Source: an optimization exercise on an open RTL-to-GDS flow (aim: small area and a short achievable clock period). Production flows keep margins and buffers that such runs may drop.
Where RTL was checked, it was by simulation tests only, not by an equivalence proof against the original.
Power is estimated from default activity; no workload was simulated.

Design UART_TRANSMITTER, start of the top module:
module UART_TRANSMITTER (
	input clock_i, reset_n_i, data_write_i,
	input [7:0] data_i,
	input [5:0] data_buffer_full_thres_i,
	input [1:0] baudrate_select_i,
	output data_buffer_full_o,
	output uart_tx_o
);
export LEC_CHECK = 0
export CAP_MARGIN = 20
export CORE_MARGIN = 2
export CORE_UTILIZATION = 40
export CTS_CLUSTER_SIZE = 25
export SETUP_SLACK_MARGIN = 2.6
export SLEW_MARGIN = 20
export SYNTH_HIERARCHICAL = 1
export SYNTH_MINIMUM_KEEP_SIZE = 0
create_clock -name core_clock -period 6.0 [get_ports {clock_i}]
standard.sh (not shown) runs the stock make flow with config.mk's settings and CLKGATE_MAP_FILE= SYNTH_SCRIPT=/design/flow/synth_recipe.tcl, a recipe that flattens the netlist after the stock synthesis.
==> flow/flow/run.sh <==
#!/bin/bash
# The standard layout, with the ports buffered by plain buffers instead of
# ORFS's default choice (a delay cell that repair cannot resize out of its
# footprint). Everything else is the standard.sh unchanged.
set -euo pipefail
export BUFFER_PORTS_ARGS="-buffer_cell sky130_fd_sc_hd__buf_2"
bash standard.sh > standard.log 2>&1
Then changed:
==> flow/run.sh (new file) <==
#!/bin/bash
# synth_recipe.tcl (not shown) runs the flow's synth.tcl, then flattens the netlist and writes it again
# the make line also repeats each setting of config.mk as NAME=value (left out here)
make -C /OpenROAD-flow-scripts/flow DESIGN_CONFIG=/design/flow/config.mk WORK_HOME=/design/flow/orfs CLKGATE_MAP_FILE= SYNTH_SCRIPT=/design/flow/synth_recipe.tcl finish
removed: flow/flow/run.sh
removed: flow/standard.sh
What happened: Wire length goes up by 2.1%. Sequential power stays flat. Cell count grows by 0.57%. Clock skew barely changes. Hold slack hardly moves. Non-clock buffer count came out higher by 2.
Function was not checked in any run of this note: the RTL went through the layout flow alone.

---

The RTL this note starts from:
==> flow/design.v <==
module UART_TRANSMITTER (
	input clock_i, reset_n_i, data_write_i,
	input [7:0] data_i,
	input [5:0] data_buffer_full_thres_i,
	input [1:0] baudrate_select_i,
	output data_buffer_full_o,
	output uart_tx_o
);
reg [7:0] num;
reg w;
always @(*)
	case (baudrate_select_i)
		2'd0: w = num[4];
		2'd1: w = num[5];
		2'd2: w = num[6];
		default: w = num[7];
	endcase
always @(posedge clock_i)
	num <= reset_n_i ? (w ? 8'd0 : num + 8'd1) : 8'd0;
wire tick = reset_n_i & w;
localparam IDLE = 4'd3, START = 4'd8, PARITY = 4'd1, STOP = 4'd2;
reg [3:0] ph;
reg [5:0] cnt;
wire nonempty = cnt != 6'd0;
wire done = tick & (ph == STOP);
wire [5:0] match, x1;
wire [1:0] miss;
genvar i;
generate
	for (i = 0; i < 6; i = i + 1) begin : cmp
		G_NAND2 p (.a(data_buffer_full_thres_i[i]), .b(cnt[i]), .y(x1[i]));
		G_O21AI m (.a1(data_buffer_full_thres_i[i]), .a2(cnt[i]), .b1(x1[i]), .y(match[i]));
	end
endgenerate
G_NAND3 n0 (.a(match[0]), .b(match[1]), .c(match[2]), .y(miss[0]));
G_NAND3 n1 (.a(match[3]), .b(match[4]), .c(match[5]), .y(miss[1]));
G_NOR2 n2 (.a(miss[0]), .b(miss[1]), .y(data_buffer_full_o));
wire full = cnt == data_buffer_full_thres_i;
wire wr = data_write_i & ~full;
wire [5:0] cnt_up = done ? cnt : cnt + 6'd1;
wire [5:0] cnt_kp = done ? cnt - 6'd1 : cnt;
always @(posedge clock_i)
	cnt <= reset_n_i ? (wr ? cnt_up : cnt_kp) : 6'd0;
always @(posedge clock_i)
	if (!reset_n_i)
		ph <= IDLE;
	else if (tick & (ph != IDLE | nonempty))
		ph <= (ph == IDLE) ? START : ph + 4'd1;
reg [255:0] R;             
reg [4:0] sw, sr;          
reg cm;                    
reg hc;                    
reg [7:0] D1;              
reg v1;                    
wire [4:0] sw1 = sw + 5'd1;
wire [3:0] E = sw1[4:1];   
wire ins = (wr & ~sw[0]) | v1;
wire [7:0] nidata;
G_MUX2I8 dmux (.a(data_i), .b(D1), .s(v1), .y(nidata));
wire [7:0] idata = ~nidata;
wire hclr = (ph[3:2] == 2'd0) & (ph != IDLE) & ~hc & (sr == 5'd0);
wire clr = ~reset_n_i | hclr | (cm & (sr != 5'd0));
wire [7:0] tapa = ~R[255:248];    
wire [7:0] tapb = ~R[127:120];    
always @(posedge clock_i) begin
	D1 <= data_i;
	v1 <= wr & sw[0];
end
always @(posedge clock_i)
	if (!reset_n_i) begin
		sw <= 5'd1;
		sr <= 5'd1;
		cm <= 1'b1;
		hc <= 1'b0;
	end else begin
		sw <= wr ? sw : sw1;
		sr <= hclr ? sr : sr + 5'd1;
		cm <= cm & (sr != 5'd0);
		hc <= done ? 1'b0 : (hc | hclr);
	end
reg nb, par, txq;
wire [2:0] k = ph[2:0];    
always @(posedge clock_i)
	if (sr[3:0] == 4'd0)
		nb <= sr[4] ? tapb[k] : tapa[k];
always @(posedge clock_i)
	if (tick & ph[3])
		par <= (ph == START ? 1'b0 : par) ^ nb;
always @(posedge clock_i)
	if (!reset_n_i)
		txq <= 1'b1;
	else if (tick)
		txq <= (ph == IDLE) ? ~nonempty :
		       ph[3] ? nb :
		       (ph == 4'd0) ? par : 1'b1;
assign uart_tx_o = txq;
genvar m;
generate
	for (m = 0; m < 16; m = m + 1) begin : stage
		wire sel = ins & (E == m);
		if (m == 0) begin : tap
			always @(posedge clock_i)
				R[7:0] <= (tapa & {8{~clr}}) | ({8{sel & reset_n_i}} & idata);
		end else if (m % 2 == 1) begin : inv
			wire [7:0] d;
			RING_AOI g (.a(R[16*m-8 +: 8]), .d(idata), .s(sel), .y(d));
			always @(posedge clock_i)
				R[16*m +: 8] <= d;
		end else begin : noninv
			wire [7:0] d;
			RING_OAI g (.a(R[16*m-8 +: 8]), .nd(nidata), .ns(~sel), .y(d));
			always @(posedge clock_i)
				R[16*m +: 8] <= d;
		end
		always @(posedge clock_i)
			R[16*m+8 +: 8] <= R[16*m +: 8];
	end
endgenerate
endmodule
module RING_AOI (
	input [7:0] a, d,
	input s,
	output [7:0] y
);
assign y = ~(a | ({8{s}} & d));
endmodule
module RING_OAI (
	input [7:0] a, nd,
	input ns,
	output [7:0] y
);
assign y = ~(a & ({8{ns}} | nd));
endmodule
module G_O21AI (input a1, a2, b1, output y);
assign y = ~((a1 | a2) & b1);
endmodule
module G_NAND2 (input a, b, output y);
assign y = ~(a & b);
endmodule
module G_NAND3 (input a, b, c, output y);
assign y = ~(a & b & c);
endmodule
module G_NOR2 (input a, b, output y);
assign y = ~(a | b);
endmodule
module G_MUX2I8 (input [7:0] a, b, input s, output [7:0] y);
assign y = ~(s ? b : a);
endmodule
==> flow/config.mk <==
export PLATFORM = sky130hd
export DESIGN_NAME = UART_TRANSMITTER
export DESIGN_NICKNAME = UART_TRANSMITTER
export VERILOG_FILES = /design/flow/design.v
export SDC_FILE = /design/flow/constraint.sdc
export NUM_CORES = 4
export LEC_CHECK = 0
export CAP_MARGIN = 20
export CORE_MARGIN = 2
export CORE_UTILIZATION = 60
export CTS_BUF_LIST = sky130_fd_sc_hd__clkbuf_8
export CTS_CLUSTER_DIAMETER = 100
export CTS_CLUSTER_SIZE = 18
export SETUP_SLACK_MARGIN = 3.2
export SLEW_MARGIN = 20
export SYNTH_HIERARCHICAL = 1
export SYNTH_MINIMUM_KEEP_SIZE = 0
==> flow/constraint.sdc <==
create_clock -name core_clock -period 6.0 [get_ports {clock_i}]
set_input_delay 1.2000 -clock core_clock [delete_from_list [all_inputs] [get_ports {clock_i}]]
set_output_delay 1.2000 -clock core_clock [all_outputs]
set_load 0.01 [all_outputs]
==> flow/flow/run.sh <==
#!/bin/bash
# The standard layout, with the ports buffered by plain buffers instead of
# ORFS's default choice (a delay cell that repair cannot resize out of its
# footprint). Everything else is the standard.sh unchanged.
set -euo pipefail
export BUFFER_PORTS_ARGS="-buffer_cell sky130_fd_sc_hd__buf_2"
bash standard.sh > standard.log 2>&1
The first run ran to the end with no violations.
Change:
CTS_CLUSTER_DIAMETER = 60   (was 100)
=> Global-route usage hardly moves. Wire length increases by 1.1%. Maximum frequency stays flat. Core utilization increases by 0.18 points. Worst hold slack gets better by 18 ps. Sequential power is about the same. Via count is about the same.
Change:
CTS_BUF_LIST = not set   (was sky130_fd_sc_hd__clkbuf_8)
CTS_CLUSTER_DIAMETER = 100   (was 60)
CTS_CLUSTER_SIZE = 30   (was 18)
Result: Sequential power stays flat; final area hardly moves; count of clock-buffer cells in the layout drops by 6; final cell count drops by 1.1%; synthesized area stays the same; total power climbs by 1.4%; first-iteration DRC count climbs by 26%; combinational power stays flat; global-route usage drops by 0.18 points; wire length drops by 1.0%.
Change:
ABC_AREA = 1   (was not set)
CTS_BUF_LIST = sky130_fd_sc_hd__clkbuf_8   (was not set)
CTS_CLUSTER_SIZE = 18   (was 30)
Routed wire length shrinks by 2.1%.
Core utilization is lower by 0.38 points.
Final cell count goes up by 16%.
Die area increases by 2.3%.
Change:
ABC_AREA = not set   (was 1)
CTS_BUF_LIST = not set   (was sky130_fd_sc_hd__clkbuf_8)
CTS_CLUSTER_SIZE = 30   (was 18)
PLACE_DENSITY = 0.8   (was not set)
After rerunning: The changed run finished clean; utilization is higher by 0.86 points; combinational power is lower by 15%; die area is lower by 2.2%; total power decreases by about 1.8%; design area stays flat; via count decreases by about 6%; setup slack is worse by 43 ps; cell count goes down by about 13%; register-to-register slack gets worse by 230 ps; sequential power goes down by about 4%.
Change:
CTS_BUF_LIST = sky130_fd_sc_hd__clkbuf_8   (was not set)
CTS_CLUSTER_SIZE = 16   (was 30)
PLACE_DENSITY = not set   (was 0.8)
- The new run completed with no timing, DRC or antenna violations
- power is lower by 2.3%
- non-clock buffer count stays the same
- cell count rises by 1.0%
- routed wire length came out lower by about 3%

---

Another version of the RTL of UART_TRANSMITTER (not shown whole).
Size: roughly 880 cells after synthesis, about 21 I/O pins, roughly 9600 sq um of cells after synthesis.
export LEC_CHECK = 0
export CAP_MARGIN = 20
export CORE_MARGIN = 2
export CORE_UTILIZATION = 40
export SETUP_SLACK_MARGIN = 2.6
export SLEW_MARGIN = 20
create_clock -name core_clock -period 6.0 [get_ports {clock_i}]
run.sh (not shown) runs the stock make flow with config.mk's settings and CLKGATE_MAP_FILE= SYNTH_SCRIPT=/design/flow/synth_recipe.tcl, a recipe that flattens the netlist after the stock synthesis.
Stock flow here: none of the scripts above is used.
Next try:
Settings changed: SETUP_SLACK_MARGIN 2.6 to unset.
=>
- total power came out higher slightly
- routed wire length drops slightly
- sequential share of layout area increases by 0.98 points
- worst setup slack loses 0.84 ns
- area after synthesis is unchanged
- clock-buffer cell count rises by 3
- cell count falls slightly
- via count fell slightly

[re-timing with driven ports]
In the flow no input, the clock included, has a driving cell. The finished layouts below were timed again as built, in two steps.
Step 1, drivers: a clkbuf_16 drives clock_i and a buf_2 each remaining input, both assumed.
Step 2 times the ports against the registers' clock, not the clock port: input delays grow and output delays shrink by t, the midpoint of the rising clock arrivals with the driver on.
Slacks: ideal / step 1 / step 2; pairs: ideal / step 1.
run	t (ns)	setup slack, ns	latest minus earliest clock arrival (ns)	worst register clock-pin slew, ns	pins driven straight from the clock port
the first run of note 1	0.588	2.872 / 2.852 / 2.354	0.010 / 0.010	0.06 / 0.06	1
the second run of note 1	0.595	2.615 / 2.637 / 2.042	0.009 / 0.009	0.07 / 0.07	1
the first run of note 2	0.538	3.065 / 3.017 / 2.634	0.042 / 0.042	0.12 / 0.12	1
the second run of note 2	0.542	3.067 / 3.022 / 2.545	0.027 / 0.027	0.11 / 0.11	1
the third run of note 2	0.510	3.058 / 3.004 / 2.597	0.025 / 0.025	0.12 / 0.12	1
the fourth run of note 2	0.549	3.064 / 3.010 / 2.733	0.028 / 0.027	0.12 / 0.12	1
the fifth run of note 2	0.516	3.021 / 2.960 / 2.637	0.021 / 0.021	0.11 / 0.11	1
the sixth run of note 2	0.549	3.067 / 3.019 / 2.582	0.022 / 0.022	0.11 / 0.11	1
the first run of note 3	0.588	2.626 / 2.607 / 2.147	0.009 / 0.010	0.06 / 0.06	1
the second run of note 3	0.600	1.790 / 1.770 / 1.266	0.008 / 0.008	0.06 / 0.06	1
After both steps every run listed still meets setup and hold. For the second run of note 1, which loses most, drivers alone change the setup slack by +0.022 ns; drivers and shift together by -0.573 ns.
